Source: an optimization exercise on an open RTL-to-GDS flow (aim: small area). Production flows keep margins and buffers that such runs may drop. Only simulation tests tie the RTL to the original design; equivalence was not proved. Power and IR drop assume default switching activity.

--- design/flow/flow/run.sh ---
#!/bin/bash
# Standard ORFS layout; ports are buffered with the smallest buffer and the
# clock tree is built from small clock buffers without dummy loads.
set -euo pipefail
export BUFFER_PORTS_ARGS="-buffer_cell sky130_fd_sc_hd__buf_1"
export CTS_ARGS="-sink_clustering_enable -repair_clock_nets -dont_use_dummy_load -buf_list {sky130_fd_sc_hd__clkbuf_2 sky130_fd_sc_hd__clkbuf_4 sky130_fd_sc_hd__clkbuf_8}"
bash standard.sh > standard.log 2>&1
--- design/flow/standard.sh ---
#!/bin/bash
# synth_recipe.tcl (not shown) runs the flow's synth.tcl, then flattens the netlist and writes it again
# the make line also repeats each setting of config.mk as NAME=value (left out here)
make -C /OpenROAD-flow-scripts/flow DESIGN_CONFIG=/design/flow/config.mk WORK_HOME=/design/flow/orfs CLKGATE_MAP_FILE= SYNTH_SCRIPT=/design/flow/synth_recipe.tcl "${@:-finish}"
--- design/flow/config.mk ---
export PLATFORM = sky130hd
export DESIGN_NAME = Digtal_Top
export DESIGN_NICKNAME = Digtal_Top
export VERILOG_FILES = /design/flow/design.v
export SDC_FILE = /design/flow/constraint.sdc
export NUM_CORES = 4
export LEC_CHECK = 0
export CAP_MARGIN = 20
export CORE_MARGIN = 2
export CORE_UTILIZATION = 40
export PLACE_DENSITY = 0.6
export SLEW_MARGIN = 20
--- design/flow/constraint.sdc ---
create_clock -name core_clock -period 5.0 [get_ports {CLOCK_Digtal}]
set_input_delay 1.0000 -clock core_clock [delete_from_list [all_inputs] [get_ports {CLOCK_Digtal}]]
set_output_delay 1.0000 -clock core_clock [all_outputs]
set_load 0.01 [all_outputs]
--- design/flow/design.v ---
module Digtal_Top(
	input 			CLOCK_Digtal,
	input 			RST,
	input 			Rx,
	input 			CS,
	output [7:0]	Out_Data,
	output [7:0]	RAM_Data_In,
	output [30:0]	RAM_RDADD,
	output [30:0]	RAM_WRADD,
	output 			RAM_RDEN,
	output 			RAM_WREN,
	input [7:0]		RAM_Q
	);
	reg 		b;
	wire 		tick = ~b;
	reg [3:0]	z;
	reg [7:0]	cnt;
	reg [7:0]	data;
	wire 		det  = z[3];
	wire 		hi   = cnt[7] & cnt[4];
	wire 		rcv  = ~hi | (cnt[2:0] == 3'd0);
	wire 		post = hi & (cnt[2:0] != 3'd0) & (cnt[2:0] != 3'd6);
	wire 		samp = (cnt[3:0] == 4'd0) & (cnt[7:4] != 4'd0) & ~hi;
	reg good;
	reg [1:0]	cs_s;
	reg [2:0]	c;
	reg [5:0]	r;
	reg [5:0]	s;		 
	reg [7:0]	out;
	reg [30:0]	wradd;
	reg [30:0]	rdadd;
	reg 		ev9;	 
	wire 		frame = r[5] | r[4] | r[3] | r[2];
	wire 		ev8   = good & hi & (cnt[2:0] == 3'd4) & ~b;
	wire 		wr_on = good & frame & hi & (((cnt[2:0] == 3'd3) & ~b) | (cnt[2:0] == 3'd4));
	wire 		r_last = (r == 6'd49);
	wire 		done  = ev9 & frame & r_last;
	wire 		dis   = s[5] & s[4] & s[3];
	wire [5:0]	s_cur = (done & dis) ? 6'd0 : s;
	wire 		cs_rise = cs_s[0] & ~cs_s[1];
	wire 		cs_fall = ~cs_s[0] & cs_s[1];
	wire 		is_eb = (data == 8'hEB);
	wire 		is_90 = (data == 8'h90);
	always @(posedge CLOCK_Digtal) begin
		if (RST) begin
			b <= 1'b0;
			z <= 4'd0;
			cnt <= 8'd150;
		end else begin
			b <= ~b;
			if (tick) begin
				if (Rx)
					z <= 4'd0;
				else if (!z[3])
					z <= z + 1'b1;
				if (rcv) begin
					cnt <= cnt + 1'b1;
				end else if (det)
					cnt <= 8'd0;
				else if (post)
					cnt <= cnt + 1'b1;
			end
		end
	end
	always @(posedge CLOCK_Digtal) begin
		if (tick & rcv & samp)
			data <= {Rx, data[7:1]};
		if (tick & rcv & hi)
			good <= Rx;
	end
	wire 		wr_inc = ev9 & frame;
	wire 		rd_inc = (c == 3'd7);
	wire [31:0]	wt, rt;
	assign wt[0] = wr_inc;
	assign rt[0] = rd_inc;
	genvar i;
	generate for (i = 0; i < 31; i = i + 1) begin : g_add
		if (i == 16 || i == 24) begin : g_skip
			assign wt[i] = wt[i-8] & (&wradd[i-1:i-8]);
			assign rt[i] = rt[i-8] & (&rdadd[i-1:i-8]);
		end else if (i != 0) begin : g_rip
			assign wt[i] = wt[i-1] & wradd[i-1];
			assign rt[i] = rt[i-1] & rdadd[i-1];
		end
		always @(posedge CLOCK_Digtal) begin
			wradd[i] <= ~RST & (wradd[i] ^ wt[i]);
			rdadd[i] <= ~RST & (rdadd[i] ^ rt[i]);
		end
	end endgenerate
	always @(posedge CLOCK_Digtal) begin
		if (RST) begin
			cs_s <= 2'b00;
			ev9 <= 1'b0;
			c <= 3'd0;
			r <= 6'd0;
			s <= 6'd56;
			out <= 8'd0;
		end else begin
			cs_s <= {cs_s[0], CS};
			ev9 <= ev8;
			if (ev9) begin
				if (!frame) begin
					if (is_eb)
						r <= (r == 6'd3) ? 6'd4 : 6'd1;
					else if (is_90 & (r == 6'd1 || r == 6'd2))
						r <= r + 1'b1;
					else
						r <= 6'd0;
				end else
					r <= r_last ? 6'd0 : r + 1'b1;
			end
			if (c != 3'd0)
				c <= c + 1'b1;
			if (c == 3'd5)
				out <= RAM_Q;
			s <= s_cur;
			if (c == 3'd7)
				s <= s_cur + 1'b1;
			if (cs_rise) begin
				if (dis & ~done)
					out <= 8'hAA;
				else if (s_cur[5:2] == 4'd0) begin
					out <= (s_cur[1:0] == 2'd1 || s_cur[1:0] == 2'd2) ? 8'h90 : 8'hEB;
					s <= s_cur + 1'b1;
				end else
					c <= 3'd1;
			end
			if (cs_fall & s_cur[5] & s_cur[4] & s_cur[1]) begin
				s <= 6'd56;
			end
		end
	end
	assign RAM_WREN = wr_on;
	assign RAM_RDEN = c[2] ^ (c[1] & c[0]);
	assign RAM_Data_In = data;
	assign RAM_WRADD = wradd;
	assign RAM_RDADD = rdadd;
	assign Out_Data = out;
endmodule
==> flow_summary.yaml, run 1 <==
outcome:
  status: "no timing/DRC/antenna violations"
synth:
  synth_ff_type: "dfxtp_1"
  ys_warn_count: 1
  ys_seq_area_share_pct: 47.01
  postSynthCellCount: 471
  synth_area_um2: 4876
  synth_edf_count: 9
  synth_common_cells: "dfxtp_1 (101), ha_1 (69), nor2b_1 (60)"
  synth_top_cell_by_area: "dfxtp_1"
  yosysMostFrequentCell: "dfxtp_1"
  ys_ff_latch: 110
  yosysTopAreaCellShare_pct: 41.47
  synthArstFlopShare_pct: 0
  netlist_top_cells_area: "dfxtp_1 (41%), ha_1 (18%), nor2b_1 (7.7%)"
  synth_cell_types: 51
  syn_nets: 552
  syn_area_per_cell_um2: 10.35
cells_and_area:
  seq_area_um2: 2292
  final_cells: 699
  diodes: 0
  multiInputGateArea_um2: 2455
  fillers: 1172
  area_growth_pct: 11.93
  final_cell_area_um2: 5458
  final_util_pct: 45.63
  nets: 635
  layout-drive-gt1-share_pct: 3.080
global_routing:
  grt_overflow: 0
  grt_first_pass_wirelength_um: 16040
  grt_max_degree: 47
  antenna_found_initial: 0
  grt_pass1_vias: 3405
  grtUsageTotal_pct: 15.45
clocking:
  ctsResizeCount: 0
  root_buffer: "clkbuf_8"
  cts.htree.levels: 3
  cts_buffers: 9
  cts_tree: "yes"
  clock-sinks: 110
  clk_pin_slew_ps: 90
  clock_latency_ps: 380
  cts_buffer_depth: 2
  hold_buffers: 0
  post-cts-setup-buffers: 0
power:
  leakage_nw: 2.330
  finalPower_mw: 1.536
  irDropWorstVdd_v: 0.0001669
  combPwrFrac_pct: 11.3
  clkPwrFrac_pct: 27.8
  p_per_area_nw_per_um2: 281.4
  swShare_pct: 25.58
  seqPwrFrac_pct: 60.9
  power.internal_mw: 1.143
  p_switching_mw: 0.3928
drt:
  first_pass_iters: 4
  routed_via_density: 5.173
  wl_per_cell_um: 13.82
  antenna_left: 0
  vias: 3616
  drc: 0
  routed_wl_um: 9658
  drtIter0Drc: 170
placed_design:
  place.gp.congestion: 0.8145
  dpl.cell_count: 690
  io_buffers: 91
  dp_hpwl_um: 7065
  dp_slack_ps: 701.2
  placed_area_um2: 5329
critical_path:
  crit_type: "flop to flop"
  cp-end-kind: "flop"
  cp.required_ps: 5250
  arrival_ps: 4540
  regToRegSetupSlack_ps: 710
  critPathLaunchType: "flop"
  crit_fanout: 10
timing:
  worstMarginPinSlew_ps: 648.8
  setup_viol: 0
  grt_setup_unrepaired: "false"
  finalSetupTns_ps: 0
  fmax_mhz: 233.0
  finalHoldViolations: 0
  holdWs_ps: 485.1
  drv_slew: 0
  max_slew_margin_pct: 56.51
  period_share_pct: 85.84
  finClkSkew_ps: 22.71
  period_needed_ps: 4292
  fin_ws_ps: 708.1
floorplan:
  start_util_pct: 40.76
  core_area_um2: 11960
  die_area_um2: 13090
  die_x_um: 114.4
  io_pins: 92
  row_count: 40
  die_h_um: 114.4
min_path:
  min_path_type: "flop to flop"
run:
  max_cap_violations: 0
path summary, 6_finish.rpt:
path	cells after the start	end	from
setup / recovery	21	wradd[23]	r[4]
hold reg to reg	2	out[2]	out[2]
setup reg to reg	21	wradd[23]	r[4]
hold / removal	2	out[2]	out[2]
cells by family after synthesis:
family	synth area share, %
AO/OA/AOI/OAI	8.982
buffers and inverters	2.746
multiplexers	0.6159
adder cells (fa/ha/maj)	17.71
XOR/XNOR	2.335
flip-flops	47.01
AND/OR/NAND/NOR	20.61
routing by layer:
layer	part of all wire (%)	global-route usage [%]	vias up
met5	0	0	-
met4	1.6	6.911	0
met3	6.7	4.553	12
met2	43	22.56	108
met1	48	21.07	1666
li1	-	-	1830
worst max-delay path: stages (launching register included):
cell     delay [ps]
dfxtp_1         400
nor4_1          490
nor2_1          120
ha_1            230
ha_1            190
ha_1            180
ha_1            180
ha_1            190
ha_1            190
ha_1            190
ha_1            200
nand3_1          80
nor3_1           70
ha_1            190
ha_1            180
ha_1            190
ha_1            180
ha_1            180
ha_1            170
ha_1            190
xnor2_1         140
nor2_1           50
sequential cells by signal (all words and copies together) (netlist names):
name	flops
r	6
s	6
cnt	8
data	8
wradd	31
z	4
c	3
b	1
ev9	1
cs_s	2
out	8
rdadd	31
good	1
cell usage in the layout (no fill, tap or decap), drive strengths merged, types with 4 or more instances in the layout:
cell	n
dfxtp	101
buf	93
ha	69
nor2b	60
nand2	28
nor2	24
nand3	15
nor3	14
a21oi	14
nand4	13
inv	12
o21ai	12
clkbuf	9
edfxtp	9
xnor2	8
and2	6
xor2	5
and3	4
nand4b	4
o211ai	4
o21a	4
layout make-up:
cell class                      instances  area share, %
Timing Repair Buffer                   93          6.557
Multi-Input combinational cell        328          44.98
Clock buffer                            9          2.270
Sequential cell                       110          42.00
Inverter                               12         0.8253
Tap cell                              147          3.370
power by group through the flow:
stage                     sequential, mW  clock, mW  combinational, mW
after floorplan                    0.948          0              0.137
after global placement             0.955          0              0.167
after detailed placement           0.956          0              0.174
after CTS                          0.936      0.449              0.176
after global routing               0.940      0.488              0.205
final                              0.935      0.427              0.174
==> run 2, diff against run 1 <==
--- a/design/flow/design.v
+++ b/design/flow/design.v
@@ -71,13 +71,15 @@
 	wire 		wr_inc = ev9 & frame;
 	wire 		rd_inc = (c == 3'd7);
+	reg 		wcy, rcy;
 	wire [31:0]	wt, rt;
-	assign wt[0] = wr_inc;
-	assign rt[0] = rd_inc;
 	genvar i;
 	generate for (i = 0; i < 31; i = i + 1) begin : g_add
-		if (i == 16 || i == 24) begin : g_skip
-			assign wt[i] = wt[i-8] & (&wradd[i-1:i-8]);
-			assign rt[i] = rt[i-8] & (&rdadd[i-1:i-8]);
-		end else if (i != 0) begin : g_rip
+		if (i == 0) begin : g_lo
+			assign wt[i] = wr_inc;
+			assign rt[i] = rd_inc;
+		end else if (i == 16) begin : g_hi
+			assign wt[i] = wcy;
+			assign rt[i] = rcy;
+		end else begin : g_rip
 			assign wt[i] = wt[i-1] & wradd[i-1];
 			assign rt[i] = rt[i-1] & rdadd[i-1];
@@ -88,4 +90,8 @@
 		end
 	end endgenerate
+	always @(posedge CLOCK_Digtal) begin
+		wcy <= ~RST & wt[15] & wradd[15];
+		rcy <= ~RST & rt[15] & rdadd[15];
+	end
 	always @(posedge CLOCK_Digtal) begin
 		if (RST) begin
==> design/flow/flow/run.sh (replaced) <==
#!/bin/bash
# Standard ORFS layout with three changes:
#  - synthesis maps all logic, adders included, with an area-oriented ABC
#    script (flow/abc.script) instead of extracting half adders first; it is
#    run with several random seeds for ABC's &deepsyn and the smallest
#    netlist is kept. Everything else in synthesis is the standard script, so
#    the registers are those of the standard synthesis.
#  - ports are buffered with the smallest buffer
#  - the clock tree is built from small clock buffers without dummy loads
set -euo pipefail
here=$(pwd)
orfs="$here/orfs"
export BUFFER_PORTS_ARGS="-buffer_cell sky130_fd_sc_hd__buf_1"
export CTS_ARGS="-sink_clustering_enable -repair_clock_nets -dont_use_dummy_load -buf_list {sky130_fd_sc_hd__clkbuf_2 sky130_fd_sc_hd__clkbuf_4 sky130_fd_sc_hd__clkbuf_8}"
best=""
best_area=""
for seed in 0 1 2 3 4 5 6 7; do
	rm -rf "$here/scripts_abc" "$orfs"
	cp -r "$FLOW_HOME/scripts" "$here/scripts_abc"
	sed "s/SEED/$seed/" "$here/flow/abc.script" > "$here/scripts_abc/abc_speed.script"
	if bash standard.sh SCRIPTS_DIR="$here/scripts_abc" ADDER_MAP_FILE= synth > "$here/synth_$seed.log" 2>&1; then
		area=$(grep "Chip area for module" "$orfs"/reports/*/*/base/synth_stat.txt | awk '{print $NF}')
		echo "seed $seed area $area" >> "$here/synth_choice.log"
		if [[ -z "$best_area" ]] || awk "BEGIN{exit !($area < $best_area)}"; then
			best=$seed
			best_area=$area
			rm -rf "$here/orfs_best"
			cp -a "$orfs" "$here/orfs_best"
		fi
	fi
done
echo "kept seed $best area $best_area" >> "$here/synth_choice.log"
rm -rf "$orfs" "$here/scripts_abc"
mv "$here/orfs_best" "$orfs"
bash standard.sh > "$here/standard.log" 2>&1
==> design/flow/flow/abc.script (new file) <==
&get -n
&st
&deepsyn -J 50 -T 100 -S SEED
&dch -f
&nf -R 1000
&put
topo
stime -c
==> flow_summary.yaml, run 2 <==
outcome:
  status: "no timing/DRC/antenna violations"
clocking:
  clock-sinks: 112
  clk_pin_slew_ps: 80
  cts_tree: "yes"
  root_buffer: "clkbuf_8"
  ctsResizeCount: 0
  cts_buffer_depth: 2
  post-cts-setup-buffers: 0
  clock_latency_ps: 360
  cts.htree.levels: 3
  cts_buffers: 9
  hold_buffers: 0
cells_and_area:
  top_regs: "rdadd: 31 flops, wradd: 31 flops"
  layout_commonest_cell: "dfxtp_1"
  layout-drive-gt1-share_pct: 2.439
  area_growth_pct: 16.29
  final_cell_area_um2: 4663
  nets: 547
  fillers: 1001
  layout_common_cells: "dfxtp_1 (103), buf_1 (90), a21oi_1 (63)"
  diodes: 0
synth:
  ys_ff_latch: 112
  yosysMostFrequentCell: "dfxtp_1"
  ys_seq_area_share_pct: 58.16
  syn_nets: 443
  synth_cell_types: 36
  ys_warn_count: 1
  syn_area_per_cell_um2: 9.304
  netlist_top_cells_area: "dfxtp_1 (51%), a21oi_1 (7.9%), edfxtp_1 (6.7%)"
  synth_edf_count: 9
  synthArstFlopShare_pct: 0
  synth_area_um2: 4010
  synth_common_cells: "dfxtp_1 (103), a21oi_1 (63), o21ai_0 (50)"
  yosysTopAreaCellShare_pct: 51.42
  synth_top_cell_by_area: "dfxtp_1"
  postSynthCellCount: 431
  synth_ff_type: "dfxtp_1"
timing:
  finClkSkew_ps: 27.15
  holdWs_ps: 471.7
  setup_viol: 0
  grt_setup_unrepaired: "false"
  finalSetupTns_ps: 0
  max_slew_margin_pct: 52.32
  worstMarginPinSlew_ps: 715.1
  drv_slew: 0
  finalHoldViolations: 0
  fmax_mhz: 332.3
  period_share_pct: 60.19
  period_needed_ps: 3009
  fin_ws_ps: 1991
global_routing:
  grt_pass1_vias: 2998
  top_usage_layer: "met2"
  grt_overflow: 0
  grt_max_degree: 49
  grt_first_pass_wirelength_um: 13800
  met1_usage_pct: 19.45
  grtUsageMet2_pct: 25.42
  grtUsageTotal_pct: 15.39
  antenna_found_initial: 0
  gr-usage-met3_pct: 5.013
floorplan:
  die_x_um: 104.1
  die_h_um: 104.1
  row_count: 36
  die_area_um2: 10840
  io_pins: 92
  start_util_pct: 41.03
  core_area_um2: 9774
critical_path:
  cp-end-kind: "flop"
  crit_top_cell: "and3_1"
  cp_cell_sequence: "and3_1 -> and3_1 -> and3_1 -> and3_1 -> and3_1 -> and2_0 -> and3_1 -> and2_0 -> and3_1 -> and3_1 -> nor3_1"
  cp.required_ps: 5200
  critPathLaunchType: "flop"
  arrival_ps: 3210
  crit_fanout: 8
  cpPeakStageDelay_ps: 400
  crit_type: "flop to flop"
  slowest_stage: "dfxtp_1"
  regToRegStartpoint: "c[0]"
  critPathLaunch: "c[0]"
drt:
  vias: 3416
  routed_via_density: 5.129
  wl_per_cell_um: 12.62
  drc: 0
  drtIter0Drc: 121
  routed_wl_um: 8404
  first_pass_iters: 4
  antenna_left: 0
min_path:
  min_path_type: "flop to flop"
  hp-start: "cs_s[0]"
power:
  irDropWorstVdd_v: 0.0001648
  p_per_area_nw_per_um2: 300.6
  leakage_nw: 1.832
  finalPower_mw: 1.402
placed_design:
  io_buffers: 91
  placed_area_um2: 4534
  dp_hpwl_um: 5979
  place.gp.congestion: 0.7193
  dp_slack_ps: 1998
run:
  max_cap_violations: 0
run 2: cell types whose count changed after synthesis, moves of 11 or more:
cell      before  now
a21oi_1       12   63
and2_0         0   14
and3_1         4   38
clkbuf_1      11    0
ha_1          69    0
inv_1         12    0
nand3_1       15    4
nand4_1       13    2
nor2_1        24   45
nor2b_1       60    4
nor3_1        14   34
o21ai_0       10   50
run 2: layer usage:
metal  wire, um  up-vias
met3        421        8
met1       4020     1565
met4        104        0
met2       3857       60
met5          0        -
li1           -     1783
run 2: path summary, 6_finish.rpt:
| kind | slack, ps | to | depth (start not counted) |
|---|---|---|---|
| max | 1990 | rdadd[15] | 11 |
| min | 470 | cs_s[1] | 1 |
| min reg2reg | 470 | cs_s[1] | 1 |
| max reg2reg | 1990 | rdadd[15] | 11 |
run 2: kinds of logic (layout without fill, tap and decap cells):
logic type                Yosys count  count (layout)  share of synthesized area, %
and+or+nand+nor                   178             178                         22.43
AOI/OAI and AO/OA                 135             135                         18.47
DFF                               112             112                         58.16
xor gates and xnor gates            3               3                        0.6553
buffers and inverters               3             105                        0.2808
run 2: power breakdown:
| group | internal, mW | total [mW] | switching (mW) |
|---|---|---|---|
| registers | 0.913 | 0.924 | 0.0107 |
| clock network | 0.163 | 0.421 | 0.259 |
| logic | 0.0205 | 0.0565 | 0.0360 |
run 2: worst max-delay path: cells and delay by family, from the launching register on:
| kind | cells | cell delay, ps |
|---|---|---|
| flip-flops | 1 | 400 |
| AND/OR/NAND/NOR | 11 | 2450 |
run 2: cell type report:
cell class              count  area [um^2]  share of cell area [%]
clock buffers               9        123.9                   2.656
inverters                   3        11.26                  0.2415
multi-input cells         316         1672                   35.85
flip-flops and latches    112         2332                   50.01
well taps                 133        166.4                   3.569
repair buffers             93        357.8                   7.674
run 2: through the flow:
| step | instances | utilization [%] |
|---|---|---|
| floorplan | 431 | - |
| global placement | 657 | 46.39 |
| detailed placement | 657 | 46.39 |
| CTS | 666 | 47.66 |
| global route | 666 | 47.71 |
| finish | 666 | 47.71 |
==> run 3, diff against run 2 <==
--- a/design/flow/design.v
+++ b/design/flow/design.v
@@ -22,5 +22,4 @@
 	wire 		post = hi & (cnt[2:0] != 3'd0) & (cnt[2:0] != 3'd6);
 	wire 		samp = (cnt[3:0] == 4'd0) & (cnt[7:4] != 4'd0) & ~hi;
-	reg good;
 	reg [1:0]	cs_s;
 	reg [2:0]	c;
@@ -30,8 +29,7 @@
 	reg [30:0]	wradd;
 	reg [30:0]	rdadd;
-	reg 		ev9;	 
 	wire 		frame = r[5] | r[4] | r[3] | r[2];
-	wire 		ev8   = good & hi & (cnt[2:0] == 3'd4) & ~b;
-	wire 		wr_on = good & frame & hi & (((cnt[2:0] == 3'd3) & ~b) | (cnt[2:0] == 3'd4));
+	wire 		ev9   = hi & (cnt[2:0] == 3'd5) & b;	 
+	wire 		wr_on = frame & hi & (((cnt[2:0] == 3'd3) & ~b) | (cnt[2:0] == 3'd4));
 	wire 		r_last = (r == 6'd49);
 	wire 		done  = ev9 & frame & r_last;
@@ -55,5 +53,8 @@
 					z <= z + 1'b1;
 				if (rcv) begin
-					cnt <= cnt + 1'b1;
+					if (hi)
+						cnt <= Rx ? 8'd145 : 8'd150;
+					else
+						cnt <= cnt + 1'b1;
 				end else if (det)
 					cnt <= 8'd0;
@@ -63,10 +64,7 @@
 		end
 	end
-	always @(posedge CLOCK_Digtal) begin
+	always @(posedge CLOCK_Digtal)
 		if (tick & rcv & samp)
 			data <= {Rx, data[7:1]};
-		if (tick & rcv & hi)
-			good <= Rx;
-	end
 	wire 		wr_inc = ev9 & frame;
 	wire 		rd_inc = (c == 3'd7);
@@ -97,5 +95,4 @@
 		if (RST) begin
 			cs_s <= 2'b00;
-			ev9 <= 1'b0;
 			c <= 3'd0;
 			r <= 6'd0;
@@ -104,5 +101,4 @@
 		end else begin
 			cs_s <= {cs_s[0], CS};
-			ev9 <= ev8;
 			if (ev9) begin
 				if (!frame) begin
==> flow_summary.yaml, run 3 <==
synth:
  syn_area_per_cell_um2: 9.467
  postSynthCellCount: 420
  synthArstFlopShare_pct: 0
  synth_cell_types: 36
  ys_ff_latch: 110
  yosysTopAreaCellShare_pct: 51.35
  synth_ff_type: "dfxtp_1"
  synth_edf_count: 8
  syn_nets: 432
  ys_warn_count: 1
  synth_common_cells: "dfxtp_1 (102), a21oi_1 (64), o21ai_0 (47)"
  synth_top_cell_by_area: "dfxtp_1"
  synth_area_um2: 3976
  yosysMostFrequentCell: "dfxtp_1"
  ys_seq_area_share_pct: 57.39
  netlist_top_cells_area: "dfxtp_1 (51%), a21oi_1 (8.1%), edfxtp_1 (6.0%)"
critical_path:
  critPathBufInv: 0
  path_depth: 13
  slowest_stage: "nor4_1"
  arrival_ps: 4030
  regToRegSetupSlack_ps: 1170
  crit_top_cell: "and3_1"
  regToRegEndpoint: "wradd[15]"
  cp.required_ps: 5200
  reg2reg_depth: 13
  crit_type: "flop to flop"
  crit_fanout: 8
  regToRegStartpoint: "b"
  critPathLaunchType: "flop"
  cp_cell_sequence: "nor2b_1 -> nor4_1 -> nor2b_1 -> and3_1 -> and3_1 -> and2_0 -> and3_1 -> and2_0 -> and3_1 -> and3_1 -> and3_1 -> and3_1 -> nor3_1"
  cpPeakStageDelay_ps: 670
  critPathTopFamily: "simple AND/OR/NAND/NOR gates"
  cp-end-kind: "flop"
global_routing:
  grtUsageTotal_pct: 15.72
  grt_overflow: 0
  grt_first_pass_wirelength_um: 14130
  antenna_found_initial: 0
  grt_max_degree: 42
  grt_pass1_vias: 3134
clocking:
  clk_pin_slew_ps: 80
  root_buffer: "clkbuf_8"
  clock-sinks: 110
  ctsResizeCount: 0
  cts.htree.levels: 3
  cts_buffers: 9
  cts_buffer_depth: 2
  cts_tree: "yes"
  hold_buffers: 0
  clock_latency_ps: 350
  post-cts-setup-buffers: 0
min_path:
  holdPathEnd: "wradd[10]"
  min_path_type: "flop to flop"
  whs_path_depth: 1
  hp-start: "wradd[10]"
timing:
  max_slew_margin_pct: 49.49
  finClkSkew_ps: 21.46
  setup_viol: 0
  fmax_mhz: 261.3
  grt_setup_unrepaired: "false"
  holdWs_ps: 487.6
  period_needed_ps: 3827
  finalSetupTns_ps: 0
  worstMarginPinSlew_ps: 751.9
  drv_slew: 0
  finalHoldViolations: 0
  period_share_pct: 76.53
power:
  combPwrFrac_pct: 2.5
  clkPwrFrac_pct: 30.9
  seqPwrFrac_pct: 66.6
  leakage_nw: 1.739
  power.internal_mw: 1.063
  irDropWorstVdd_v: 0.0001061
  p_per_area_nw_per_um2: 289.4
  p_switching_mw: 0.2780
  swShare_pct: 20.73
cells_and_area:
  layout_commonest_cell: "dfxtp_1"
  area_growth_pct: 16.49
  final_util_pct: 47.61
  top_regs: "rdadd: 31 flops, wradd: 31 flops"
  diodes: 0
  fillers: 988
  nets: 537
  layout-drive-gt1-share_pct: 2.486
  layout_common_cells: "dfxtp_1 (102), buf_1 (90), a21oi_1 (64)"
placed_design:
  dp_hpwl_um: 5943
  io_buffers: 91
  place.gp.congestion: 0.7935
floorplan:
  core_area_um2: 9729
  start_util_pct: 40.87
  die_h_um: 103.7
  io_pins: 92
  die_area_um2: 10750
  die_x_um: 103.7
  row_count: 36
drt:
  antenna_left: 0
  drc: 0
  drtIter0Drc: 179
  vias: 3393
  first_pass_iters: 4
  wl_per_cell_um: 12.86
  routed_wl_um: 8433
  routed_via_density: 5.172
outcome:
  status: "no timing/DRC/antenna violations"
run:
  max_cap_violations: 0
-- run 3: cell count changes in the layout (fill, tap and decap cells not counted), moves of 4 or more --
cell and delta:
and2_0 +7, nor2_1 -13, nor4_1 +6, nand2_1 -5, o21a_1 +4
-- run 3: worst max path at each step --
stage	slack (ps)	to	from
2_1_floorplan	1670	wcy	b
3_3_place_gp	1340	wradd[15]	b
3_5_place_dp	1240	wradd[15]	b
4_1_cts	1200	wradd[15]	b
5_1_grt	690	wradd[15]	b
6_report	1170	wradd[15]	b
-- run 3: per-stage QoR --
| step | setup WS, ps | std cells | instance area [um^2] | power [mW] |
|---|---|---|---|---|
| 4_1_cts | 1199 | 656 | 4632 | 1.364 |
| 3_5_place_dp | 1244 | 647 | 4508 | 0.9468 |
| 2_1_floorplan | 1673 | 420 | 3976 | 0.9289 |
| 5_1_grt | 694.6 | 656 | 4632 | 1.401 |
| 6_report | 1173 | 656 | 4632 | 1.341 |
| 3_3_place_gp | 1337 | 647 | 4508 | 0.9462 |
-- run 3: cell type report --
cell class,instances,area (um^2),share of cell area [%]
inverter,2,7.507,0.1621
multi-input combinational,308,1687,36.41
tap,133,166.4,3.593
timing repair buffer,94,365.4,7.888
clock buffer,9,123.9,2.674
sequential,110,2282,49.27
-- run 3: power groups by stage --
stage | logic (mW) | registers (mW) | clock network [mW]
after floorplan | 0.0150 | 0.914 | 0
after global placement | 0.0331 | 0.913 | 0
after detailed placement | 0.0333 | 0.913 | 0
after CTS | 0.0336 | 0.893 | 0.438
after global routing | 0.0368 | 0.894 | 0.470
final | 0.0329 | 0.893 | 0.415
-- run 3: per-layer routing --
layer  global-route usage (%)  share of wire [%]  vias to the layer above
li1                         -                  -                     1759
met1                    19.85                 48                     1563
met2                    26.54                 47                       63
met3                    3.147                4.0                        8
met4                    6.081               0.97                        0
met5                        0                  0                        -
-- run 3: cells by family after synthesis --
| group | share of synthesized area (%) |
|---|---|
| buf+inv | 0.1889 |
| xor+xnor | 1.101 |
| compound gates | 18.69 |
| mux | 0.2517 |
| simple gates | 22.37 |
| flops | 57.39 |
-- run 3: worst register-to-register path, stage by stage (launching register included) --
cell     delay, ps
dfxtp_1        460
nor2b_1        130
nor4_1         670
nor2b_1        310
and3_1         260
and3_1         210
and2_0         240
and3_1         230
and2_0         240
and3_1         250
and3_1         220
and3_1         240
and3_1         190
nor3_1          50
==> run 4, diff against run 3 <==
==> design/flow/flow/run.sh (replaced) <==
#!/bin/bash
# Standard ORFS layout with three changes:
#  - synthesis maps all logic, adders included, with an area-oriented ABC
#    script (flow/abc.script) instead of extracting half adders first; it is
#    run with 16 random seeds for ABC's &deepsyn (4 at a time, each in a work
#    folder of its own) and the smallest netlist is kept. Everything else in
#    synthesis is the standard script, so the registers are those of the
#    standard synthesis.
#  - ports are buffered with the smallest buffer
#  - the clock tree is built from small clock buffers without dummy loads
set -euo pipefail
here=$(pwd)
orfs="$here/orfs"
export BUFFER_PORTS_ARGS="-buffer_cell sky130_fd_sc_hd__buf_1"
export CTS_ARGS="-sink_clustering_enable -repair_clock_nets -dont_use_dummy_load -buf_list {sky130_fd_sc_hd__clkbuf_2 sky130_fd_sc_hd__clkbuf_4 sky130_fd_sc_hd__clkbuf_8}"

# standard.sh with its work folder taken from $WH
grep -q "WORK_HOME=$orfs " standard.sh
sed "s|WORK_HOME=$orfs |WORK_HOME=\$WH |" standard.sh > "$here/standard_wh.sh"

synth_seed() {
	local seed=$1
	local d="$here/seed_$seed"
	rm -rf "$d"
	mkdir -p "$d"
	cp -r "$FLOW_HOME/scripts" "$d/scripts"
	sed "s/SEED/$seed/" "$here/flow/abc.script" > "$d/scripts/abc_speed.script"
	WH="$d/orfs" bash "$here/standard_wh.sh" SCRIPTS_DIR="$d/scripts" ADDER_MAP_FILE= synth > "$here/synth_$seed.log" 2>&1 || true
}

for round in 0 1 2 3; do
	for k in 0 1 2 3; do
		synth_seed $((round * 4 + k)) &
	done
	wait
done

best=""
best_area=""
for seed in $(seq 0 15); do
	stat="$here/seed_$seed/orfs/reports/sky130hd/Digtal_Top/base/synth_stat.txt"
	[[ -f "$here/seed_$seed/orfs/results/sky130hd/Digtal_Top/base/1_synth.odb" && -f "$stat" ]] || continue
	area=$(grep "Chip area for module" "$stat" | awk '{print $NF}')
	echo "seed $seed area $area" >> "$here/synth_choice.log"
	if [[ -z "$best_area" ]] || awk "BEGIN{exit !($area < $best_area)}"; then
		best=$seed
		best_area=$area
	fi
done
echo "kept seed $best area $best_area" >> "$here/synth_choice.log"
rm -rf "$orfs"
mv "$here/seed_$best/orfs" "$orfs"
rm -rf "$here"/seed_*
bash standard.sh > "$here/standard.log" 2>&1
==> flow_summary.yaml, run 4 <==
power:
  swShare_pct: 20.73
  seqPwrFrac_pct: 66.6
  finalPower_mw: 1.341
  clkPwrFrac_pct: 30.9
  irDropWorstVdd_v: 0.0001061
  leakage_nw: 1.739
  p_per_area_nw_per_um2: 289.4
  power.internal_mw: 1.063
  combPwrFrac_pct: 2.5
  p_switching_mw: 0.2780
cells_and_area:
  layout_commonest_cell: "dfxtp_1"
  diodes: 0
  layout-drive-gt1-share_pct: 2.486
  top_regs: "rdadd: 31 flops, wradd: 31 flops"
  layout_common_cells: "dfxtp_1 (102), buf_1 (90), a21oi_1 (64)"
  area_growth_pct: 16.49
  final_cells: 656
  nets: 537
global_routing:
  grtUsageTotal_pct: 15.72
  grt_pass1_vias: 3134
  grt_overflow: 0
  grt_max_degree: 42
  antenna_found_initial: 0
  grt_first_pass_wirelength_um: 14130
floorplan:
  die_area_um2: 10750
  io_pins: 92
  die_x_um: 103.7
  row_count: 36
  core_area_um2: 9729
  start_util_pct: 40.87
  die_h_um: 103.7
timing:
  worstMarginPinSlew_ps: 751.9
  finalSetupTns_ps: 0
  finalHoldViolations: 0
  finClkSkew_ps: 21.46
  fmax_mhz: 261.3
  max_slew_margin_pct: 49.49
  setup_viol: 0
  grt_setup_unrepaired: "false"
  holdWs_ps: 487.6
  period_needed_ps: 3827
  drv_slew: 0
  period_share_pct: 76.53
synth:
  ys_warn_count: 1
  yosysMostFrequentCell: "dfxtp_1"
  synth_area_um2: 3976
  syn_area_per_cell_um2: 9.467
  synth_top_cell_by_area: "dfxtp_1"
  synth_cell_types: 36
  ys_seq_area_share_pct: 57.39
  synthArstFlopShare_pct: 0
  netlist_top_cells_area: "dfxtp_1 (51%), a21oi_1 (8.1%), edfxtp_1 (6.0%)"
  synth_common_cells: "dfxtp_1 (102), a21oi_1 (64), o21ai_0 (47)"
  postSynthCellCount: 420
  syn_nets: 432
  synth_ff_type: "dfxtp_1"
  ys_ff_latch: 110
  synth_edf_count: 8
  yosysTopAreaCellShare_pct: 51.35
placed_design:
  place.gp.congestion: 0.7935
  dpl.cell_count: 647
  dp_hpwl_um: 5943
  io_buffers: 91
drt:
  antenna_left: 0
  drc: 0
  first_pass_iters: 4
  wl_per_cell_um: 12.86
  drtIter0Drc: 179
  vias: 3393
  routed_via_density: 5.172
  routed_wl_um: 8433
clocking:
  root_buffer: "clkbuf_8"
  clock-sinks: 110
  hold_buffers: 0
  post-cts-setup-buffers: 0
  cts_buffers: 9
  cts_buffer_depth: 2
  clock_latency_ps: 350
  ctsResizeCount: 0
  clk_pin_slew_ps: 80
  cts.htree.levels: 3
  cts_tree: "yes"
critical_path:
  critPathLaunchType: "flop"
  crit_fanout: 8
  cp-end-kind: "flop"
  cp.required_ps: 5200
  arrival_ps: 4030
  crit_type: "flop to flop"
outcome:
  status: "no timing/DRC/antenna violations"
run:
  max_cap_violations: 0
min_path:
  min_path_type: "flop to flop"
==> run 4: cell counts after synthesis <==
Identical to the previous run, type by type.
==> run 4: area by class of cell <==
cell class              instances  area, um^2
multi-input cells             308        1687
inverters                       2       7.507
fillers                       988        5097
flip-flops and latches        110        2282
repair buffers                 94       365.4
well taps                     133       166.4
clock buffers                   9       123.9
==> run 4: through the flow <==
step	utilization [%]	setup slack [ps]	cell area, um^2
6_report	47.61	1173	4632
5_1_grt	47.61	694.6	4632
4_1_cts	47.61	1199	4632
3_5_place_dp	46.33	1244	4508
3_3_place_gp	46.33	1337	4508
2_1_floorplan	-	1673	3976
==> run 4: critical path, cell delays in order (launching register included) <==
cell     delay, ps
dfxtp_1        460
nor2b_1        130
nor4_1         670
nor2b_1        310
and3_1         260
and3_1         210
and2_0         240
and3_1         230
and2_0         240
and3_1         250
and3_1         220
and3_1         240
and3_1         190
nor3_1          50
==> run 4: final timing paths <==
check | start | to | slack (ps) | cells after the start
worst min register to register | wradd[10] | wradd[10] | 490 | 1
worst max register to register | b | wradd[15] | 1170 | 13
worst max-delay path | b | wradd[15] | 1170 | 13
worst min-delay path | wradd[10] | wradd[10] | 490 | 1
==> run 4: cells by family after synthesis <==
logic type	after synthesis	share of synthesized area, %
and+or+nand+nor	168	22.37
AOI/OAI and AO/OA	134	18.69
DFF	110	57.39
xor gates and xnor gates	5	1.101
buffers and inverters	2	0.1889
muxes	1	0.2517
==> run 4: per-layer routing <==
| metal | vias to the layer above | global-route usage (%) | part of all wire (%) |
|---|---|---|---|
| li1 | 1759 | - | - |
| met5 | - | 0 | 0 |
| met1 | 1563 | 19.85 | 48 |
| met2 | 63 | 26.54 | 47 |
| met4 | 0 | 6.081 | 0.97 |
| met3 | 8 | 3.147 | 4.0 |
==> run 4: power by group through the flow <==
stage / Clock (mW) / Sequential, mW / Combinational, mW
after floorplan: 0 / 0.914 / 0.0150
after global placement: 0 / 0.913 / 0.0331
after detailed placement: 0 / 0.913 / 0.0333
after CTS: 0.438 / 0.893 / 0.0336
after global routing: 0.470 / 0.894 / 0.0368
final: 0.415 / 0.893 / 0.0329
==> run 5, diff against run 4 <==
--- a/design/flow/flow/run.sh
+++ b/design/flow/flow/run.sh
@@ -29,5 +29,5 @@
 }
 
-for round in 0 1 2 3; do
+for round in 1; do
 	for k in 0 1 2 3; do
 		synth_seed $((round * 4 + k)) &
--- a/design/flow/config.mk
+++ b/design/flow/config.mk
@@ -8,5 +8,5 @@
 export CAP_MARGIN = 20
 export CORE_MARGIN = 2
-export CORE_UTILIZATION = 40
-export PLACE_DENSITY = 0.6
+export CORE_UTILIZATION = 65
+export PLACE_DENSITY = 0.8
 export SLEW_MARGIN = 20
==> flow_summary.yaml, run 5 <==
min_path:
  whs_path_depth: 1
  min_path_type: "flop to flop"
  holdPathEnd: "out[4]"
  hp-start: "out[4]"
placed_design:
  place.gp.congestion: 0.8619
  placed_area_um2: 4436
  dp_hpwl_um: 5898
  io_buffers: 91
synth:
  netlist_top_cells_area: "dfxtp_1 (51%), a21oi_1 (8.1%), edfxtp_1 (6.0%)"
  syn_area_per_cell_um2: 9.467
  postSynthCellCount: 420
  synth_common_cells: "dfxtp_1 (102), a21oi_1 (64), o21ai_0 (47)"
  synth_edf_count: 8
  ys_seq_area_share_pct: 57.39
  yosysTopAreaCellShare_pct: 51.35
  synth_ff_type: "dfxtp_1"
  synth_cell_types: 36
  ys_ff_latch: 110
  synthArstFlopShare_pct: 0
  yosysMostFrequentCell: "dfxtp_1"
  syn_nets: 432
  synth_area_um2: 3976
  ys_warn_count: 1
  synth_top_cell_by_area: "dfxtp_1"
clocking:
  cts_buffer_depth: 2
  clk_pin_slew_ps: 100
  ctsResizeCount: 0
  cts_buffers: 9
  cts.htree.levels: 3
  post-cts-setup-buffers: 0
  cts_tree: "yes"
  clock_latency_ps: 360
  hold_buffers: 0
  root_buffer: "clkbuf_8"
  clock-sinks: 110
floorplan:
  core_area_um2: 5921
  die_area_um2: 6759
  row_count: 28
  die_x_um: 82.22
  io_pins: 92
  start_util_pct: 67.16
  die_h_um: 82.22
cells_and_area:
  area_growth_pct: 14.66
  fillers: 467
  layout_common_cells: "dfxtp_1 (102), buf_1 (90), a21oi_1 (64)"
  top_regs: "rdadd: 31 flops, wradd: 31 flops"
  final_cell_area_um2: 4559
  final_util_pct: 77.01
  diodes: 0
  layout_commonest_cell: "dfxtp_1"
  layout-drive-gt1-share_pct: 2.486
  nets: 537
power:
  leakage_nw: 1.739
  irDropWorstVdd_v: 0.0002034
  seqPwrFrac_pct: 66.7
  swShare_pct: 20.65
  clkPwrFrac_pct: 30.9
  power.internal_mw: 1.062
  p_per_area_nw_per_um2: 293.6
  combPwrFrac_pct: 2.4
  p_switching_mw: 0.2764
critical_path:
  reg2reg_depth: 13
  cp_cell_sequence: "nor2b_1 -> nor4_1 -> nor2b_1 -> and3_1 -> and3_1 -> and2_0 -> and3_1 -> and2_0 -> and3_1 -> and3_1 -> and3_1 -> and3_1 -> and2_0"
  regToRegStartpoint: "b"
  crit_type: "flop to flop"
  crit_top_cell: "and3_1"
  cp.required_ps: 5310
  crit_fanout: 8
  regToRegEndpoint: "wcy"
  critPathBufInv: 0
  cp-end-kind: "flop"
  critPathLaunchType: "flop"
  regToRegSetupSlack_ps: 1130
  critPathTopFamily: "simple AND/OR/NAND/NOR gates"
  arrival_ps: 4180
  cpPeakStageDelay_ps: 710
  slowest_stage: "nor4_1"
timing:
  finClkSkew_ps: 21.93
  worstMarginPinSlew_ps: 797.6
  period_needed_ps: 3869
  finalHoldViolations: 0
  finalSetupTns_ps: 0
  setup_viol: 0
  drv_slew: 0
  max_slew_margin_pct: 46.34
  fmax_mhz: 258.5
  grt_setup_unrepaired: "false"
  holdWs_ps: 486.1
  period_share_pct: 77.38
outcome:
  status: "no timing/DRC/antenna violations"
drt:
  vias: 3434
  routed_wl_um: 8276
  antenna_left: 0
  wl_per_cell_um: 13.84
  drtIter0Drc: 138
  routed_via_density: 5.742
  first_pass_iters: 4
  drc: 0
global_routing:
  grt_pass1_vias: 3001
  grtUsageTotal_pct: 24.43
  grt_overflow: 0
  grt_first_pass_wirelength_um: 12990
  grt_max_degree: 32
  antenna_found_initial: 0
run:
  max_cap_violations: 0
-- run 5: through the flow --
| stage | instances | setup WS, ps | power (mW) |
|---|---|---|---|
| after global routing | 598 | 739.4 | 1.381 |
| after floorplan | 420 | 1673 | 0.9289 |
| final | 598 | 1131 | 1.339 |
| after detailed placement | 589 | 1194 | 0.9453 |
| after CTS | 598 | 1154 | 1.349 |
| after global placement | 589 | 1395 | 0.9445 |
-- run 5: logic make-up (layout without fill, tap and decap cells) --
family,Yosys count,after routing,synth area share (%)
simple gates,168,168,22.37
xor+xnor,5,5,1.101
compound gates,134,134,18.69
buf+inv,2,105,0.1889
flops,110,110,57.39
mux,1,1,0.2517
-- run 5: area by class of cell --
type	count	area [um^2]	share of cell area (%)
inverter	2	7.507	0.1647
clock buffer	9	123.9	2.717
sequential	110	2282	50.05
multi-input combinational	308	1687	36.99
timing repair buffer	94	365.4	8.013
tap	75	93.84	2.058
-- run 5: layer usage --
layer	track usage (%)	vias up	part of all wire, %
met4	11.00	0	1.5
met5	0	-	0
met2	40.89	73	48
met1	30.89	1597	46
li1	-	1753	-
met3	4.130	11	4.1
-- run 5: worst reg2reg max path, cell delays in order, from the launching register on --
cell     delay [ps]
dfxtp_1         450
nor2b_1         130
nor4_1          710
nor2b_1         330
and3_1          260
and3_1          210
and2_0          230
and3_1          220
and2_0          230
and3_1          260
and3_1          220
and3_1          250
and3_1          200
and2_0          130
-- run 5: power groups by stage --
stage / Clock [mW] / Combinational (mW) / Sequential, mW
2_1_floorplan: 0 / 0.0150 / 0.914
3_3_place_gp: 0 / 0.0314 / 0.913
3_5_place_dp: 0 / 0.0319 / 0.913
4_1_cts: 0.424 / 0.0321 / 0.893
5_1_grt: 0.451 / 0.0364 / 0.894
6_report: 0.414 / 0.0322 / 0.893
-- run 5: worst max path at each step --
stage / from / endpoint / slack [ps] / cells after the start
after CTS: b / wcy / 1150 / 13
final: b / wcy / 1130 / 13
after detailed placement: b / wcy / 1190 / 13
after global placement: b / wradd[15] / 1400 / 13
after global routing: b / wcy / 740 / 13
after floorplan: b / wcy / 1670 / 13
==> run 6, diff against run 5 <==
--- a/design/flow/config.mk
+++ b/design/flow/config.mk
@@ -8,5 +8,5 @@
 export CAP_MARGIN = 20
 export CORE_MARGIN = 2
-export CORE_UTILIZATION = 65
-export PLACE_DENSITY = 0.8
+export CORE_UTILIZATION = 55
+export PLACE_DENSITY = 0.7
 export SLEW_MARGIN = 20
==> flow_summary.yaml, run 6 <==
outcome:
  status: "no timing/DRC/antenna violations"
placed_design:
  io_buffers: 91
  dp_slack_ps: 1216
  placed_area_um2: 4462
  place.gp.congestion: 0.7816
  dp_hpwl_um: 5607
global_routing:
  grtUsageTotal_pct: 20.54
  grt_pass1_vias: 2973
  antenna_found_initial: 0
  grt_overflow: 0
  grt_max_degree: 43
  grt_first_pass_wirelength_um: 12920
drt:
  drtIter0Drc: 124
  routed_via_density: 5.498
  vias: 3403
  wl_per_cell_um: 12.95
  drc: 0
  routed_wl_um: 8018
  first_pass_iters: 4
  antenna_left: 0
synth:
  synth_compound_area_share_pct: 18.69
  synth-simple-area-share_pct: 22.37
  synth_ff_type: "dfxtp_1"
  netlist_top_cells_area: "dfxtp_1 (51%), a21oi_1 (8.1%), edfxtp_1 (6.0%)"
  synth_fa_ha_area_share_pct: 0
  synth_edf_count: 8
  synth_xor_xnor_area_share_pct: 1.101
  muxShareOfSynthArea_pct: 0.2517
  synth_top_cell_by_area: "dfxtp_1"
  yosysMostFrequentCell: "dfxtp_1"
  synth_area_um2: 3976
  syn_area_per_cell_um2: 9.467
  ys_ff_latch: 110
  synth_cell_types: 36
  synth_top_family_by_area: "simple AND/OR/NAND/NOR gates"
  synth_common_cells: "dfxtp_1 (102), a21oi_1 (64), o21ai_0 (47)"
  synthArstFlopShare_pct: 0
  postSynthCellCount: 420
  ys_seq_area_share_pct: 57.39
  yosysTopAreaCellShare_pct: 51.35
  syn_nets: 432
  ys_warn_count: 1
cells_and_area:
  area_growth_pct: 15.32
  final_util_pct: 66.39
  top_regs: "rdadd: 31 flops, wradd: 31 flops"
  nets: 537
  layout_common_cells: "dfxtp_1 (102), buf_1 (90), a21oi_1 (64)"
  final_cell_area_um2: 4586
  diodes: 0
  layout-drive-gt1-share_pct: 2.486
  fillers: 623
  layout_commonest_cell: "dfxtp_1"
floorplan:
  die_area_um2: 7925
  row_count: 30
  io_pins: 92
  start_util_pct: 57.57
  die_h_um: 89.03
  core_area_um2: 6907
  die_x_um: 89.03
power:
  leakage_nw: 1.739
  irDropWorstVdd_v: 0.0001817
  p_switching_mw: 0.2784
  power.internal_mw: 1.062
  combPwrFrac_pct: 2.4
  p_per_area_nw_per_um2: 292.4
  swShare_pct: 20.77
  clkPwrFrac_pct: 31.0
  seqPwrFrac_pct: 66.6
clocking:
  clock-sinks: 110
  ctsResizeCount: 0
  clk_pin_slew_ps: 100
  cts_buffers: 9
  cts_tree: "yes"
  post-cts-setup-buffers: 0
  cts.htree.levels: 3
  hold_buffers: 0
  cts_buffer_depth: 2
  root_buffer: "clkbuf_8"
  clock_latency_ps: 350
critical_path:
  cpPeakStageDelay_ps: 740
  crit_fanout: 8
  regToRegEndpoint: "wcy"
  cp-end-kind: "flop"
  cp.required_ps: 5290
  cp_cell_sequence: "nor2b_1 -> nor4_1 -> nor2b_1 -> and3_1 -> and3_1 -> and2_0 -> and3_1 -> and2_0 -> and3_1 -> and3_1 -> and3_1 -> and3_1 -> and2_0"
  regToRegSetupSlack_ps: 1080
  crit_type: "flop to flop"
  critPathLaunchType: "flop"
  reg2reg_depth: 13
  slowest_stage: "nor4_1"
  critPathTopFamily: "simple AND/OR/NAND/NOR gates"
  critPathBufInv: 0
  regToRegStartpoint: "b"
  arrival_ps: 4200
  crit_top_cell: "and3_1"
min_path:
  whs_path_depth: 1
  hp-start: "wcy"
  min_path_type: "flop to flop"
  holdPathEnd: "wradd[16]"
timing:
  holdWs_ps: 484.1
  setup_viol: 0
  period_needed_ps: 3916
  max_slew_margin_pct: 44.20
  grt_setup_unrepaired: "false"
  fmax_mhz: 255.3
  finClkSkew_ps: 17.92
  worstMarginPinSlew_ps: 829.3
  finalHoldViolations: 0
  finalSetupTns_ps: 0
  period_share_pct: 78.32
  fin_ws_ps: 1084
  drv_slew: 0
run:
  max_cap_violations: 0
## run 6: cell counts in the layout (fill, tap and decap cells not counted)
Identical to the previous run, type by type.
## run 6: logic make-up after synthesis
kind of cell / Yosys count
compound gates: 134
xor+xnor: 5
simple gates: 168
mux: 1
buf+inv: 2
flops: 110
## run 6: worst max path at each step
stage,start,to,depth (start not counted)
after floorplan,b,wcy,13
after global placement,b,wradd[15],13
after detailed placement,b,wradd[15],13
after CTS,b,wcy,13
after global routing,b,wcy,13
final,b,wcy,13
## run 6: metrics by stage
stage	power (mW)	instances
finish	1.341	619
detailed placement	0.9460	610
global route	1.382	619
floorplan	0.9289	420
global placement	0.9458	610
CTS	1.353	619
## run 6: layout make-up
cell class,instances,area (um^2),share of cell area (%)
clock buffers,9,123.9,2.701
inverters,2,7.507,0.1637
multi-input cells,308,1687,36.78
flip-flops and latches,110,2282,49.77
well taps,96,120.1,2.619
repair buffers,94,365.4,7.967
## run 6: metal layers
| metal | global-route usage, % | vias to the layer above | share of wire, % |
|---|---|---|---|
| li1 | - | 1756 | - |
| met1 | 26.70 | 1531 | 47 |
| met2 | 34.40 | 104 | 45 |
| met3 | 3.601 | 12 | 6.1 |
| met4 | 7.734 | 0 | 1.7 |
| met5 | 0 | - | 0 |
## run 6: power groups by stage
stage                     Clock (mW)  Sequential [mW]  Combinational, mW
after CTS                      0.427            0.893             0.0328
after global routing           0.452            0.894             0.0362
final                          0.416            0.893             0.0323
after floorplan                    0            0.914             0.0150
after detailed placement           0            0.913             0.0327
after global placement             0            0.913             0.0326
==> run 7, diff against run 6 <==
--- a/design/flow/flow/run.sh
+++ b/design/flow/flow/run.sh
@@ -13,5 +13,5 @@
 orfs="$here/orfs"
 export BUFFER_PORTS_ARGS="-buffer_cell sky130_fd_sc_hd__buf_1"
-export CTS_ARGS="-sink_clustering_enable -repair_clock_nets -dont_use_dummy_load -buf_list {sky130_fd_sc_hd__clkbuf_2 sky130_fd_sc_hd__clkbuf_4 sky130_fd_sc_hd__clkbuf_8}"
+export CTS_ARGS="-sink_clustering_enable -repair_clock_nets -dont_use_dummy_load -sink_clustering_size 30 -sink_clustering_max_diameter 100 -buf_list {sky130_fd_sc_hd__clkbuf_16}"
 
 # standard.sh with its work folder taken from $WH
--- a/design/flow/config.mk
+++ b/design/flow/config.mk
@@ -8,5 +8,5 @@
 export CAP_MARGIN = 20
 export CORE_MARGIN = 2
-export CORE_UTILIZATION = 55
-export PLACE_DENSITY = 0.7
+export CORE_UTILIZATION = 40
+export PLACE_DENSITY = 0.6
 export SLEW_MARGIN = 20
==> flow_summary.yaml, run 7 <==
cells_and_area:
  final_cell_area_um2: 4733
  final_util_pct: 48.65
  layout_commonest_cell: "dfxtp_1"
  layout-drive-gt1-share_pct: 2.486
  area_growth_pct: 19.04
  diodes: 0
  top_regs: "rdadd: 31 flops, wradd: 31 flops"
  layout_common_cells: "dfxtp_1 (102), buf_1 (90), a21oi_1 (64)"
  nets: 537
timing:
  max_slew_margin_pct: 42.92
  period_share_pct: 77.81
  period_needed_ps: 3890
  finalHoldViolations: 0
  setup_viol: 0
  finalSetupTns_ps: 0
  fmax_mhz: 257.0
  finClkSkew_ps: 13.24
  worstMarginPinSlew_ps: 848.4
  grt_setup_unrepaired: "false"
  drv_slew: 0
synth:
  netlist_top_cells_area: "dfxtp_1 (51%), a21oi_1 (8.1%), edfxtp_1 (6.0%)"
  ys_warn_count: 1
  synth_common_cells: "dfxtp_1 (102), a21oi_1 (64), o21ai_0 (47)"
  ys_ff_latch: 110
  synth_ff_type: "dfxtp_1"
  yosysTopAreaCellShare_pct: 51.35
  postSynthCellCount: 420
  synth_edf_count: 8
  ys_seq_area_share_pct: 57.39
  yosysMostFrequentCell: "dfxtp_1"
  synth_top_cell_by_area: "dfxtp_1"
  synthArstFlopShare_pct: 0
  syn_area_per_cell_um2: 9.467
  synth_cell_types: 36
  syn_nets: 432
  synth_area_um2: 3976
floorplan:
  row_count: 36
  io_pins: 92
  die_h_um: 103.7
  core_area_um2: 9729
  start_util_pct: 40.87
  die_area_um2: 10750
  die_x_um: 103.7
clocking:
  hold_buffers: 0
  ctsResizeCount: 0
  cts_buffers: 9
  clock_latency_ps: 330
  root_buffer: "clkbuf_16"
  clock-sinks: 110
  clk_pin_slew_ps: 60
  cts.htree.levels: 3
  cts_tree: "yes"
  cts_buffer_depth: 2
  post-cts-setup-buffers: 0
critical_path:
  cp_cell_sequence: "nor2b_1 -> nor4_1 -> nor2b_1 -> and3_1 -> and3_1 -> and2_0 -> and3_1 -> and2_0 -> and3_1 -> and3_1 -> and3_1 -> and3_1 -> nor3_1"
  reg2reg_depth: 13
  cp-end-kind: "flop"
  critPathLaunchType: "flop"
  crit_top_cell: "and3_1"
  slowest_stage: "nor4_1"
  cpPeakStageDelay_ps: 750
  arrival_ps: 4080
  regToRegStartpoint: "b"
  crit_fanout: 8
  regToRegSetupSlack_ps: 1110
  cp.required_ps: 5180
  critPathTopFamily: "simple AND/OR/NAND/NOR gates"
  critPathBufInv: 0
  crit_type: "flop to flop"
  regToRegEndpoint: "wradd[15]"
global_routing:
  antenna_found_initial: 0
  grt_pass1_vias: 3078
  grt_overflow: 0
  grt_first_pass_wirelength_um: 14100
  grtUsageTotal_pct: 15.70
  grt_max_degree: 42
drt:
  routed-wl-met3_um: 347
  routed-wl-met2_um: 3990
  antenna_left: 0
  top_layer_used: "met4"
  wl_met1_um: 4126
  wl_per_cell_um: 12.96
  routed_wl_um: 8501
  vias: 3406
  drtIter0Drc: 168
  routed_via_density: 5.192
  first_pass_iters: 4
  drc: 0
power:
  p_per_area_nw_per_um2: 320.3
  irDropWorstVdd_v: 0.0001803
  finalPower_mw: 1.516
  leakage_nw: 1.785
min_path:
  min_path_type: "flop to flop"
  holdPathEnd: "wradd[10]"
  whs_path_depth: 1
  hp-start: "wradd[10]"
placed_design:
  io_buffers: 91
  placed_area_um2: 4508
  place.gp.congestion: 0.7935
  dp_hpwl_um: 5943
outcome:
  status: "no timing/DRC/antenna violations"
run:
  max_cap_violations: 0
run 7: cell count changes in the layout (fill, tap and decap cells not counted):
cell / before / now
clkbuf_8: 9 / 0
clkbuf_16: 0 / 9
run 7: report_power, final:
part           switching, mW  total (mW)  internal, mW
sequential           0.00382       0.894         0.890
clock                  0.271       0.589         0.318
combinational         0.0222      0.0330        0.0108
run 7: worst max path at each step:
| stage | to | from | cells after the start | slack [ps] |
|---|---|---|---|---|
| 3_3_place_gp | wradd[15] | b | 13 | 1340 |
| 2_1_floorplan | wcy | b | 13 | 1670 |
| 6_report | wradd[15] | b | 13 | 1110 |
| 3_5_place_dp | wradd[15] | b | 13 | 1240 |
| 5_1_grt | wradd[15] | b | 13 | 640 |
| 4_1_cts | wradd[15] | b | 13 | 1150 |
run 7: worst register-to-register path: cells and delay by family (launching register included):
family           cells  cell delay [ps]
and+or+nand+nor     13             3310
DFF                  1              450
run 7: stage by stage:
step | hold WS, ps | cells | setup slack (ps)
floorplan | 442.8 | 420 | 1673
global placement | 461.5 | 647 | 1337
detailed placement | 470.9 | 647 | 1244
CTS | 484.7 | 656 | 1146
global route | 503.3 | 656 | 640.1
finish | 483.6 | 656 | 1110
run 7: area by class of cell:
cell class / count / area (um^2)
timing repair buffer: 94 / 365.4
clock buffer: 9 / 225.2
inverter: 2 / 7.507
sequential: 110 / 2282
multi-input combinational: 308 / 1687
fill: 975 / 4996
tap: 133 / 166.4
run 7: cell families after synthesis:
group / share of synthesized area, %
AND/OR/NAND/NOR: 22.37
AO/OA/AOI/OAI: 18.69
flip-flops: 57.39
XOR/XNOR: 1.101
buffers and inverters: 0.1889
multiplexers: 0.2517
run 7: routing by layer:
layer,up-vias,GRT usage [%]
li1,1765,-
met1,1561,19.89
met2,76,26.58
met3,4,4.091
met4,0,4.344
met5,-,0
==> run 8, diff against run 7 <==
--- a/design/flow/flow/run.sh
+++ b/design/flow/flow/run.sh
@@ -13,5 +13,5 @@
 orfs="$here/orfs"
 export BUFFER_PORTS_ARGS="-buffer_cell sky130_fd_sc_hd__buf_1"
-export CTS_ARGS="-sink_clustering_enable -repair_clock_nets -dont_use_dummy_load -sink_clustering_size 30 -sink_clustering_max_diameter 100 -buf_list {sky130_fd_sc_hd__clkbuf_16}"
+export CTS_ARGS="-sink_clustering_enable -repair_clock_nets -dont_use_dummy_load -sink_clustering_size 10 -sink_clustering_max_diameter 40 -root_buf sky130_fd_sc_hd__clkbuf_8 -buf_list {sky130_fd_sc_hd__clkbuf_4}"
 
 # standard.sh with its work folder taken from $WH
==> flow_summary.yaml, run 8 <==
outcome:
  status: "no timing/DRC/antenna violations"
clocking:
  clk_pin_slew_ps: 80
  ctsResizeCount: 0
  cts_buffer_depth: 2
  cts_tree: "yes"
  clock_latency_ps: 350
  clock-sinks: 110
  cts.htree.levels: 3
  hold_buffers: 0
  root_buffer: "clkbuf_8"
  post-cts-setup-buffers: 0
  cts_buffers: 9
cells_and_area:
  layout-drive-gt1-share_pct: 2.486
  layout_common_cells: "dfxtp_1 (102), buf_1 (90), a21oi_1 (64)"
  seq_area_um2: 2282
  final_cells: 656
  fillers: 988
  top_regs: "rdadd: 31 flops, wradd: 31 flops"
  multiInputGateArea_um2: 1687
  final_util_pct: 47.61
  nets: 537
  area_growth_pct: 16.49
  diodes: 0
  final_cell_area_um2: 4632
  layout_commonest_cell: "dfxtp_1"
floorplan:
  die_x_um: 103.7
  io_pins: 92
  core_area_um2: 9729
  row_count: 36
  die_area_um2: 10750
  start_util_pct: 40.87
  die_h_um: 103.7
placed_design:
  placed_area_um2: 4508
  dpl.cell_count: 647
  place.gp.congestion: 0.7935
  io_buffers: 91
  dp_hpwl_um: 5943
  dp_slack_ps: 1244
timing:
  grt_setup_unrepaired: "false"
  period_share_pct: 76.53
  fmax_mhz: 261.3
  finClkSkew_ps: 21.46
  holdWs_ps: 487.6
  drv_slew: 0
  period_needed_ps: 3827
  fin_ws_ps: 1173
  worstMarginPinSlew_ps: 751.9
  finalSetupTns_ps: 0
  setup_viol: 0
  finalHoldViolations: 0
  max_slew_margin_pct: 49.49
critical_path:
  critPathTopFamily: "simple AND/OR/NAND/NOR gates"
  critPathBufInv: 0
  reg2reg_depth: 13
  regToRegEndpoint: "wradd[15]"
  slowest_stage: "nor4_1"
  cp-end-kind: "flop"
  path_depth: 13
  cpPeakStageDelay_ps: 670
  crit_fanout: 8
  arrival_ps: 4030
  regToRegStartpoint: "b"
  crit_top_cell: "and3_1"
  crit_type: "flop to flop"
  cp_cell_sequence: "nor2b_1 -> nor4_1 -> nor2b_1 -> and3_1 -> and3_1 -> and2_0 -> and3_1 -> and2_0 -> and3_1 -> and3_1 -> and3_1 -> and3_1 -> nor3_1"
  regToRegSetupSlack_ps: 1170
  cp.required_ps: 5200
  critPathLaunchType: "flop"
synth:
  syn_area_per_cell_um2: 9.467
  syn_nets: 432
  ys_warn_count: 1
  ys_ff_latch: 110
  yosysMostFrequentCell: "dfxtp_1"
  postSynthCellCount: 420
  synth_ff_type: "dfxtp_1"
  netlist_top_cells_area: "dfxtp_1 (51%), a21oi_1 (8.1%), edfxtp_1 (6.0%)"
  yosysTopAreaCellShare_pct: 51.35
  synth_edf_count: 8
  ys_seq_area_share_pct: 57.39
  synth_cell_types: 36
  synth_area_um2: 3976
  synth_top_cell_by_area: "dfxtp_1"
  synthArstFlopShare_pct: 0
  synth_common_cells: "dfxtp_1 (102), a21oi_1 (64), o21ai_0 (47)"
power:
  finalPower_mw: 1.341
  leakage_nw: 1.739
  p_per_area_nw_per_um2: 289.4
  irDropWorstVdd_v: 0.0001061
drt:
  drtIter0Drc: 179
  wl_per_cell_um: 12.86
  routed_wl_um: 8433
  first_pass_iters: 4
  vias: 3393
  antenna_left: 0
  drc: 0
  routed_via_density: 5.172
global_routing:
  antenna_found_initial: 0
  grtUsageTotal_pct: 15.72
  grt_first_pass_wirelength_um: 14130
  grt_pass1_vias: 3134
  grt_overflow: 0
  grt_max_degree: 42
min_path:
  min_path_type: "flop to flop"
  holdPathEnd: "wradd[10]"
  hp-start: "wradd[10]"
  whs_path_depth: 1
run:
  max_cap_violations: 0
run 8: final cells by class:
| class | instances | share of cell area (%) |
|---|---|---|
| Inverter | 2 | 0.1621 |
| Clock buffer | 9 | 2.674 |
| Multi-Input combinational cell | 308 | 36.41 |
| Sequential cell | 110 | 49.27 |
| Timing Repair Buffer | 94 | 7.888 |
| Tap cell | 133 | 3.593 |
run 8: cell families (layout without fill, tap and decap cells):
kind of cell    after synthesis  count (layout)  share of synthesized area (%)
compound gates              134             134                          18.69
xor+xnor                      5               5                          1.101
buf+inv                       2             105                         0.1889
flops                       110             110                          57.39
mux                           1               1                         0.2517
simple gates                168             168                          22.37
run 8: worst register-to-register path, cell delays in order (launching register included):
cell and delay, ps:
dfxtp_1 460, nor2b_1 130, nor4_1 670, nor2b_1 310, and3_1 260, and3_1 210, and2_0 240, and3_1 230
and2_0 240, and3_1 250, and3_1 220, and3_1 240, and3_1 190, nor3_1 50
run 8: routing by layer:
| layer | part of all wire [%] | GRT usage [%] | vias up |
|---|---|---|---|
| met3 | 4.0 | 3.147 | 8 |
| met1 | 48 | 19.85 | 1563 |
| met5 | 0 | 0 | - |
| li1 | - | - | 1759 |
| met4 | 0.97 | 6.081 | 0 |
| met2 | 47 | 26.54 | 63 |
run 8: power breakdown:
| part | switching [mW] | internal [mW] |
|---|---|---|
| logic | 0.0221 | 0.0108 |
| clock network | 0.252 | 0.163 |
| registers | 0.00380 | 0.889 |
| total | 0.278 | 1.06 |
run 8: worst max path at each step:
stage | end | start | slack, ps
2_1_floorplan | wcy | b | 1670
3_3_place_gp | wradd[15] | b | 1340
3_5_place_dp | wradd[15] | b | 1240
4_1_cts | wradd[15] | b | 1200
5_1_grt | wradd[15] | b | 690
6_report | wradd[15] | b | 1170

-- re-timing with driven ports --
How much do the figures lean on ideal ports? The routed layouts below were timed once more, with nothing changed but the port constraints.
Step 1 sets driving cells, clkbuf_16 on the clock port and buf_2 on the other inputs (assumed; they add their load-dependent delay and slew).
Step 2 times the ports against the registers' clock, not the clock port: input delays grow and output delays shrink by t, the midpoint of the rising clock arrivals with the driver on.
a / b / c = ideal / step 1 / step 2; a / b = the first two.
| run | t, ns | slack for setup (ns) | worst hold slack (ns) |
|---|---|---|---|
| run 1 | 0.402 | 0.708 / 0.708 / 0.708 | 0.485 / 0.485 / 0.485 |
| run 2 | 0.379 | 1.991 / 1.991 / 1.991 | 0.472 / 0.472 / 0.472 |
| run 3 | 0.375 | 1.173 / 1.173 / 1.173 | 0.488 / 0.488 / 0.488 |
| run 4 | 0.375 | 1.173 / 1.173 / 1.173 | 0.488 / 0.488 / 0.488 |
| run 5 | 0.379 | 1.131 / 1.131 / 1.131 | 0.486 / 0.486 / 0.486 |
| run 6 | 0.377 | 1.084 / 1.084 / 1.084 | 0.484 / 0.484 / 0.484 |
| run 7 | 0.359 | 1.110 / 1.110 / 1.110 | 0.484 / 0.484 / 0.484 |
| run 8 | 0.375 | 1.173 / 1.173 / 1.173 | 0.488 / 0.488 / 0.488 |
After both steps setup and hold are still met in every run listed.
